What follows belongs to an exercise in optimizing a design on an open flow for small area and a short achievable clock period; a production flow would make more cautious choices. Function was checked by simulation only, so behaviour that the tests miss may differ from the original.

// fpall_top
module fpall_top(
    input  logic        clk,
    input  logic [1:0]  opcode,  
    input  logic        fmt,     
    input  logic [31:0] X,
    input  logic [31:0] Y,
    output logic [31:0] R
);
    localparam int K1 = 3;         
    localparam int K2 = 12;        
    localparam int QA = 2 * K1 + 2;    
    localparam int QB = 2 * K2 + 2;    
    logic [29:0] h_ps_d, h_pc_d;
    logic [27:0] h_q_d, h_qm_d;
    logic        h_xge_d;
    ds_head #(.K(K1)) u_dsh (
        .sq(~opcode[0]), .xodd(X[23]),
        .fx(X[22:0]), .fy(Y[22:0]), .xge(h_xge_d),
        .Ps(h_ps_d), .Pc(h_pc_d), .Q(h_q_d), .QM(h_qm_d)
    );
    logic [1:0]  opcode_q;
    logic        fmt_q;
    logic [31:0] X_q, Y_q;
    logic [29:0]   h_ps, h_pc;
    logic [QA-1:0] h_q, h_qm;
    logic          sq_1;           
    logic          h_xge;
    always_ff @(posedge clk) begin
        opcode_q <= opcode;
        fmt_q    <= fmt;
        X_q      <= X;
        Y_q      <= Y;
        sq_1     <= opcode[1] & ~opcode[0];
        h_xge    <= h_xge_d;
        h_ps     <= h_ps_d;
        h_pc     <= h_pc_d;
        h_q      <= h_q_d[27:28-QA];
        h_qm     <= h_qm_d[27:28-QA];
    end
    logic [30:0] am_base_d;
    logic        am_rlo_d, am_rhi_d, am_sgn_d, am_fix15_d, am_sgn15_d;
    fp_addmul u_am (
        .opcode(opcode_q), .fmt(fmt_q), .X(X_q), .Y(Y_q),
        .base(am_base_d), .rlo(am_rlo_d), .rhi(am_rhi_d), .sgn(am_sgn_d),
        .fix15(am_fix15_d), .sgn15(am_sgn15_d)
    );
    logic [29:0] ds_ps_d, ds_pc_d;
    logic [27:0] ds_q_d, ds_qm_d;
    logic [7:0]  ds_e_d;
    logic        ds_sgn_d;
    ds_mid #(.T0(K1), .T1(K2)) u_dsm (
        .sq(sq_1), .sq0(1'b0), .X(X_q), .Y(Y_q), .xge(h_xge),
        .Ps_i(h_ps), .Pc_i(h_pc),
        .Q_i({h_q, {(28-QA){1'b0}}}), .QM_i({h_qm, {(28-QA){1'b0}}}),
        .Ps(ds_ps_d), .Pc(ds_pc_d), .Q(ds_q_d), .QM(ds_qm_d),
        .ebase(ds_e_d), .sgn(ds_sgn_d)
    );
    logic [1:0]    op2;
    logic [31:0]   res32;          
    logic [30:0]   am_base;
    logic          am_rlo, am_rhi, am_sgn, am_fix15, am_sgn15;
    logic [29:0]   ds_ps, ds_pc;
  ...
Size in the first run: about 8900 cells after synthesis, ~61000 um2 of cells after synthesis.
Settings: LEC_CHECK=0, ABC_AREA=1, CAP_MARGIN=50, CELL_PAD_IN_SITES_DETAIL_PLACEMENT=0, CELL_PAD_IN_SITES_GLOBAL_PLACEMENT=0, CORE_MARGIN=2, CORE_UTILIZATION=55, PLACE_DENSITY=0.7, SETUP_SLACK_MARGIN=3, SLEW_MARGIN=70; clock period 120.0 ns.
standard.sh (not shown) runs the stock make flow with config.mk's settings and CLKGATE_MAP_FILE= SYNTH_SCRIPT=/design/flow/synth_recipe.tcl, a recipe that flattens the netlist after the stock synthesis.
==> flow/flow/run.sh <==
#!/bin/bash
# The standard layout, with one netlist step between synthesis and
# floorplan: flow/fixinv.py removes inverters next to full-adder cells by
# flipping the adders' polarity (a full adder is self-dual), which changes no
# function and no register. Each step writes its full output to its own log.
set -euo pipefail
RES="orfs/results/${FLOW_PLATFORM}/fpall_top/base"
bash standard.sh synth > synth.log 2>&1
cp "$RES/1_2_yosys.v" yosys_standard.v
if python3 flow/fixinv.py yosys_standard.v yosys_fixed.v > fixinv.log 2>&1; then
    cp yosys_fixed.v "$RES/1_2_yosys.v"
    # rebuild the synthesis database from the edited netlist
    rm -f "$RES/1_synth.odb" "$RES/1_synth.sdc"
fi
bash standard.sh > layout.log 2>&1
==> flow/flow/fixinv.py <==
#!/usr/bin/env python3
"""Remove inverters around full-adder cells by flipping adder polarity.

A full adder is self-dual: FA(~a,~b,~c) = (~sum, ~cout). Flipping a fa cell
(feeding it the complements of its inputs and treating its outputs as the
complements of the old ones) changes no function; it pays off when the
complements are already available (inverter outputs/inputs) and the outputs
mostly fed inverters. Reads and writes a flat Yosys netlist of sky130 cells.
"""
import re, sys
from collections import defaultdict

src = open(sys.argv[1]).read()
cell_re = re.compile(r'^(\s*)(sky130_fd_sc_hd__\w+)\s+(\S+)\s*\((.*?)\);\s*$', re.S | re.M)
pin_re = re.compile(r'\.(\w+)\(([^()]*)\)')

cells = {}
order = []
for m in cell_re.finditer(src):
    typ, name, body = m.group(2), m.group(3), m.group(4)
    pins = {p: n.strip() for p, n in pin_re.findall(body)}
    cells[name] = [typ, pins]
    order.append(name)

OUTS = {'X', 'Y', 'SUM', 'COUT', 'Q', 'HI', 'LO'}
def rebuild_maps():
    drv = {}; loads = defaultdict(list)
    for name, (typ, pins) in cells.items():
        for p, n in pins.items():
            if p in OUTS: drv[n] = (name, p)
            else: loads[n].append((name, p))
    return drv, loads
drv, loads = rebuild_maps()

def is_inv(name):
    return name in cells and cells[name][0].startswith('sky130_fd_sc_hd__inv_')

ports = set()
for m in re.finditer(r'^\s*(input|output)\s+(?:\[[^\]]*\]\s*)?([\w\\$.\[\]]+)\s*;', src, re.M):
    ports.add(m.group(2))
def is_port(net):
    base = net.split('[')[0].strip()
    return base in ports or net in ports

newid = [0]
def fresh():
    newid[0] += 1
    return '_fixinv_%d_' % newid[0]

def complement_of(net):
    """net whose value is ~net without adding a cell, or None"""
    d = drv.get(net)
    if d and is_inv(d[0]):
        return cells[d[0]][1]['A']
    for (ln, lp) in loads.get(net, []):
        if is_inv(ln):
            return cells[ln][1]['Y']
    return None

def gain(fa):
    typ, pins = cells[fa]
    g = 0
    for p in ('A', 'B', 'CIN'):
        n = pins[p]
        d = drv.get(n)
        if d and is_inv(d[0]):
            # we would connect to the inverter input; inverter freed if this was its only load
            if len(loads[n]) == 1: g += 1
        elif complement_of(n) is None:
            g -= 1  # need a new inverter
    for p in ('SUM', 'COUT'):
        n = pins[p]
        ls = loads.get(n, [])
        if is_port(n): g -= 1; continue
        invs = [l for l in ls if is_inv(l[0])]
        others = [l for l in ls if not is_inv(l[0])]
        g += len(invs)          # those inverters disappear (their loads take our output)
        if others: g -= 1       # one new inverter for the rest
    return g

def flip(fa):
    typ, pins = cells[fa]
    # inputs
    for p in ('A', 'B', 'CIN'):
        n = pins[p]
        c = complement_of(n)
        if c is None:
            inv = fresh(); out = fresh()
            cells[inv] = ['sky130_fd_sc_hd__inv_1', {'A': n, 'Y': out}]
            order.append(inv)
            c = out
        pins[p] = c
    # outputs
    for p in ('SUM', 'COUT'):
        old = pins[p]
        newnet = fresh()
        pins[p] = newnet          # newnet = ~old
        ls = list(loads.get(old, []))
        keep_old = False
        for (ln, lp) in ls:
            if ln == fa: continue
            if is_inv(ln):
                # inverter computed ~old = newnet: move its loads to newnet, delete it
                y = cells[ln][1]['Y']
                for (l2, p2) in loads.get(y, []):
                    cells[l2][1][p2] = newnet
                if is_port(y):
                    # keep a buffer-free rename: drive port from an inverter of old... keep inverter
                    cells[ln][1]['A'] = old; keep_old = True
                    continue
                del cells[ln]
            else:
                keep_old = True
        if keep_old or is_port(old):
            inv = fresh()
            cells[inv] = ['sky130_fd_sc_hd__inv_1', {'A': newnet, 'Y': old}]
            order.append(inv)

changed = True
passes = 0
while changed and passes < 20:
    changed = False
    passes += 1
    for fa in list(order):
        if fa not in cells or not cells[fa][0].startswith('sky130_fd_sc_hd__fa_'): continue
        if gain(fa) > 0:
            flip(fa)
            drv, loads = rebuild_maps()
            changed = True
    # remove inverters without loads, and double inverters
    drv, loads = rebuild_maps()
    for name in list(cells):
        if name in cells and is_inv(name):
            y = cells[name][1]['Y']
            if not loads.get(y) and not is_port(y):
                del cells[name]; changed = True
    drv, loads = rebuild_maps()

# emit: replace the cell section
head_end = cell_re.search(src).start()
tail_start = src.rfind('endmodule')
# keep non-cell statements (assigns) from the original body
body = src[head_end:tail_start]
rest = cell_re.sub('', body)
decl = set()
for name, (typ, pins) in cells.items():
    for n in pins.values():
        if n.startswith('_fixinv_'): decl.add(n)
out = [src[:head_end]]
for n in sorted(decl): out.append('  wire %s;\n' % n)
for name in order:
    if name not in cells: continue
    typ, pins = cells[name]
    out.append('  %s %s (\n%s\n  );\n' % (typ, name, ',\n'.join('    .%s(%s)' % (p, n + (' ' if n.startswith('\\') else '')) for p, n in pins.items())))
out.append(rest)
out.append(src[tail_start:])
open(sys.argv[2], 'w').write(''.join(out))
ninv0 = len(re.findall(r'sky130_fd_sc_hd__inv_\d', src))
ninv1 = sum(1 for c in cells.values() if c[0].startswith('sky130_fd_sc_hd__inv_'))
print('inverters', ninv0, '->', ninv1, 'passes', passes, file=sys.stderr)
Rerun with:
--- a/flow/flow/run.sh
+++ b/flow/flow/run.sh
@@ -3,3 +3,4 @@
 # floorplan: flow/fixinv.py removes inverters next to full-adder cells by
-# flipping the adders' polarity (a full adder is self-dual), which changes no
+# flipping the adders' polarity (a full adder is self-dual) and replaces half
+# adders that use only one output by an AND or XOR gate; this changes no
 # function and no register. Each step writes its full output to its own log.
@@ -14,2 +15,4 @@
 fi
-bash standard.sh > layout.log 2>&1
+# optimise setup timing beyond the clock: repair_timing aims for a setup
+# slack of SETUP_SLACK_MARGIN ns on the design's own clock and constraints
+bash standard.sh SETUP_SLACK_MARGIN=88 TNS_END_PERCENT=10 SKIP_GATE_CLONING=1 finish > layout.log 2>&1
--- a/flow/flow/fixinv.py
+++ b/flow/flow/fixinv.py
@@ -1,3 +1,4 @@
 #!/usr/bin/env python3
-"""Remove inverters around full-adder cells by flipping adder polarity.
+"""Remove inverters around full-adder cells by flipping adder polarity, and
+turn half adders with an unused output into a plain AND / XOR gate.
 
@@ -138,2 +139,19 @@
 
+# half adders with one output unused become a plain AND / XOR gate
+drv, loads = rebuild_maps()
+nha = 0
+for name in list(cells):
+    typ, pins = cells[name]
+    if not typ.startswith('sky130_fd_sc_hd__ha_'): continue
+    su, co = pins.get('SUM'), pins.get('COUT')
+    su_used = su is not None and (loads.get(su) or is_port(su))
+    co_used = co is not None and (loads.get(co) or is_port(co))
+    if co_used and not su_used:
+        cells[name] = ['sky130_fd_sc_hd__and2_1', {'A': pins['A'], 'B': pins['B'], 'X': co}]
+        nha += 1
+    elif su_used and not co_used:
+        cells[name] = ['sky130_fd_sc_hd__xor2_1', {'A': pins['A'], 'B': pins['B'], 'X': su}]
+        nha += 1
+print('half adders reduced', nha, file=sys.stderr)
+
 # emit: replace the cell section
The changed run ran to the end with no violations; synthesized cell count is unchanged; area after synthesis fell by 0.84%; register-to-register slack is better by 2100 ps; setup slack is better by 3000 ps; global-route usage rose by 0.71 points.
Rerun with:
--- a/flow/flow/run.sh
+++ b/flow/flow/run.sh
@@ -15,4 +15,2 @@
 fi
-# optimise setup timing beyond the clock: repair_timing aims for a setup
-# slack of SETUP_SLACK_MARGIN ns on the design's own clock and constraints
-bash standard.sh SETUP_SLACK_MARGIN=88 TNS_END_PERCENT=10 SKIP_GATE_CLONING=1 finish > layout.log 2>&1
+bash standard.sh > layout.log 2>&1
Outcome: Fmax came out lower by 9.0%; non-clock buffer count falls by 81; sequential share of layout area increases by 0.22 points; via count decreases by 1.6%; die area stays the same; design area is lower by 2.5%.
Rerun with:
--- a/flow/flow/run.sh
+++ b/flow/flow/run.sh
@@ -15,2 +15,4 @@
 fi
-bash standard.sh > layout.log 2>&1
+# optimise setup timing beyond the clock: repair_timing aims for a setup
+# slack of SETUP_SLACK_MARGIN ns on the design's own clock and constraints
+bash standard.sh SETUP_SLACK_MARGIN=90 TNS_END_PERCENT=10 SKIP_GATE_CLONING=1 MATCH_CELL_FOOTPRINT=0 finish > layout.log 2>&1
The changed run produced a clean layout. Final area goes up by a few percent. Clock-buffer cell count grows by 4. Core utilization goes up by 2.4 points. Routed wire length increases slightly. Via count went up slightly. Non-clock buffer count goes up by 132. Final cell count climbs slightly. Global-route usage rose by 0.16 points. Hold slack got worse by 10 ps.

re-timing with driven ports:
How much do the figures lean on ideal ports? The routed layouts below were timed once more, with nothing changed but the port constraints. Step 1 sets driving cells, clkbuf_16 on the clock port and buf_2 on the other inputs (assumed; they add their load-dependent delay and slew). Step 2, shift: input delay + t, output delay - t, t = (earliest + latest rising clock arrival at the registers) / 2. This alone moves slack from input paths to output paths. Three values: no drivers, after step 1, after step 2; two values: the first two.
run | shift t [ns] | slack for setup (ns) | worst register clock-pin slew, ns
the first run | 0.638 | 84.772 / 84.822 / 84.184 | 0.08 / 0.08
the second run | 0.655 | 87.798 / 87.832 / 87.177 | 0.08 / 0.08
the third run | 0.665 | 84.614 / 84.633 / 83.968 | 0.09 / 0.09
the fourth run | 0.647 | 87.930 / 87.964 / 87.343 | 0.10 / 0.10
After both steps setup and hold are still met in every run listed. The setup slack of the third run, which loses most, moves by +0.019 ns with the drivers and by -0.646 ns with both steps.
